Context: an optimization exercise on an open-source flow, tuned for small area, a short achievable clock period and few clock cycles. The choices shown serve that exercise and are no tape-out recipe.
The RTL was checked by simulation tests, not by an equivalence proof against the original design.
Power is estimated from default activity; no workload was simulated.

## build 60
## MultiCycleCPU
module MultiCycleCPU (reset, clk, mem_addr, mem_wdata, mem_we, mem_rdata);
    input reset;
    input clk;
    output [31:0] mem_addr;
    output [31:0] mem_wdata;
    output mem_we;
    input  [31:0] mem_rdata;
    reg [31:0] maddr;       
    reg        mem_cyc;     
    reg        mem_ld;      
    reg [4:0]  mem_rd;      
    reg        st_we;
    reg        ex_valid;
    reg [31:0] ir;
    reg [31:0] ex_pc4;      
    reg [31:0] ra, rb;      
    reg [31:0] opb;         
    reg        d_useimm;
    reg        d_sub, d_shl;    
    reg        d_wen;       
    reg [4:0]  d_wreg;
    reg        wb_we;
    reg [4:0]  wb_reg;
    reg [31:0] wb_data;
    assign mem_addr  = maddr;
    assign mem_we    = st_we;
    assign mem_wdata = wb_data;    
    wire [5:0]  op    = ir[31:26];
    wire [5:0]  fn    = ir[5:0];
    wire [4:0]  ir_rt = ir[20:16];
    wire [15:0] imm   = ir[15:0];
    wire is_r    = (op == 6'h00);
    wire is_jr   = is_r && (fn == 6'h08 || fn == 6'h09);    
    wire is_jj   = (op[5:1] == 5'b00001);                   
    wire is_beq  = (op == 6'h04);
    wire is_lw   = (op == 6'h23);
    wire is_sw   = (op == 6'h2b);
    wire [9:0] rsel;
    assign rsel[1] = (is_r && fn == 6'h24) || op == 6'h0c;
    assign rsel[2] = is_r && fn == 6'h25;
    assign rsel[3] = is_r && fn == 6'h26;
    assign rsel[4] = is_r && fn == 6'h27;
    assign rsel[5] = (is_r && fn == 6'h2a) || op == 6'h0a;
    assign rsel[6] = (is_r && fn == 6'h2b) || op == 6'h0b;
    assign rsel[7] = is_r && (fn == 6'h00 || fn == 6'h02 || fn == 6'h03);
    assign rsel[8] = (op == 6'h03) || (is_r && fn == 6'h09);
    assign rsel[9] = is_sw;
    assign rsel[0] = ~|rsel[9:1];
    wire [32:0] alu_s = {1'b0, ra} + {1'b0, opb ^ {32{d_sub}}} + {32'd0, d_sub};
    wire [31:0] alu_sum = alu_s[31:0];
    wire alu_lt  = (ra[31] ^ opb[31]) ? ra[31] : alu_s[31];
    wire alu_ltu = ~alu_s[32];
    function [31:0] rev(input [31:0] x);
        integer k;
        for (k = 0; k < 32; k = k + 1) rev[k] = x[31 - k];
    endfunction
    wire [31:0] sh_in = d_shl ? rev(opb) : opb;
    wire signed [32:0] sh_x = {fn[0] & opb[31], sh_in};
    wire [32:0] sh_r = sh_x >>> ir[10:6];
  ...
Size in the first run: ~99 I/O pins, ~61000 µm² of cells after synthesis.
export LEC_CHECK = 0
export CAP_MARGIN = 30
export CORE_MARGIN = 2
export CORE_UTILIZATION = 40
export CTS_BUF_LIST = sky130_fd_sc_hd__clkbuf_16
export CTS_CLUSTER_DIAMETER = 80
export CTS_CLUSTER_SIZE = 28
export SLEW_MARGIN = 30
export SYNTH_HIERARCHICAL = 1
export TNS_END_PERCENT = 1
create_clock -name core_clock -period 9.0 [get_ports {clk}]
standard.sh (not shown) runs the stock make flow with config.mk's settings and CLKGATE_MAP_FILE= SYNTH_SCRIPT=/design/flow/synth_recipe.tcl, a recipe that flattens the netlist after the stock synthesis.
==> flow/flow/run.sh <==
#!/bin/bash
# The standard layout (standard.sh), with two changes to how timing is
# repaired: the port buffers that global placement inserts on every input and
# output are sky130_fd_sc_hd__buf_4 cells instead of the delay cells
# buffer_ports picks by default, and the resizer may change a cell's drive
# strength even when that changes its width (MATCH_CELL_FOOTPRINT=0), and
# timing repair aims for a setup slack of 6.5 ns at the design's clock period.
# All of make's output goes to standard.log in this folder; ORFS's per-step
# logs are under orfs/logs/.
set -euo pipefail
bash standard.sh "BUFFER_PORTS_ARGS=-buffer_cell sky130_fd_sc_hd__buf_4" MATCH_CELL_FOOTPRINT=0 SETUP_SLACK_MARGIN=6.5 finish > standard.log 2>&1
Testbench counts of build 60, summed over its fixed seeds: cycles 111,946.
For build 77, these inputs were changed with respect to build 60:
Settings: CTS_CLUSTER_DIAMETER changed from 80 to 60; CTS_CLUSTER_SIZE changed from 28 to 20; PLACE_DENSITY newly set to 0.7.
--- outcome ---
| portion of the clock cycle consumed by the worst path in the final layout | build 77 vs build 60 | 1.1 points higher |. Re cell leakage power: build 60 was higher than build 77. Between build 77 and build 60, it is build 77 whose sequential share of layout area is higher, by 0.60 points. On build 77: power per standard cell area is 5.3 nW/µm² higher than what build 60 gave. On internal power, the lower figure sits with build 60, not build 77. Relative to build 60, power has gone up in build 77. Reported net switching power is lower on build 77.
Edits applied to the flow inputs when going from build 77 to build 57:
Settings: CTS_CLUSTER_DIAMETER: 60 -> unset; TNS_END_PERCENT: 1 -> 5; CTS_BUF_LIST: sky130_fd_sc_hd__clkbuf_16 -> unset; CTS_CLUSTER_SIZE: 20 -> unset; PLACE_DENSITY: 0.7 -> unset.
-- flow/flow/run.sh --
<<< build 77, line 7
# timing repair aims for a setup slack of 6.5 ns at the design's clock period.
>>> build 57, line 7
# timing repair aims for a setup slack of 6 ns at the design's clock period.
<<< build 77, line 11
bash standard.sh "BUFFER_PORTS_ARGS=-buffer_cell sky130_fd_sc_hd__buf_4" MATCH_CELL_FOOTPRINT=0 SETUP_SLACK_MARGIN=6.5 finish > standard.log 2>&1
>>> build 57, line 11
bash standard.sh "BUFFER_PORTS_ARGS=-buffer_cell sky130_fd_sc_hd__buf_4" MATCH_CELL_FOOTPRINT=0 SETUP_SLACK_MARGIN=6 finish > standard.log 2>&1
--- outcome ---
- Lower met1 usage goes to build 77 over build 57.
- Between build 77 and build 57, the fraction of power consumed by the clock network is lower for build 77.
- Note that the routed wire length recorded for build 77 amounts to 0.924 times the value seen in build 57.

==> static timing again, ports no longer ideal <==
The results above use ideal ports. As a check the final layouts listed here were re-extracted and re-timed, cells and wires unchanged. Step 1 assumes that a clkbuf_16 drives the clock port and a buf_2 every other input. Step 2 also shifts input and output timing later by t, the mid clock arrival at the registers, as if the neighbouring blocks saw the same clock. Three values: no drivers, after step 1, after step 2; two values: the first two.
run	t, ns	setup slack, ns	hold slack, ns	worst register clock-pin slew, ns
build 60	0.824	5.322 / 5.247 / 4.423	0.501 / 0.501 / 0.501	0.12 / 0.12
build 77	0.830	5.221 / 5.266 / 4.436	0.499 / 0.499 / 0.499	0.09 / 0.09
build 57	0.889	5.321 / 5.282 / 4.393	0.493 / 0.493 / 0.493	0.07 / 0.07
After both steps every run listed still meets setup and hold. The setup slack of build 57, which loses most, moves by -0.039 ns with the drivers and by -0.928 ns with both steps.
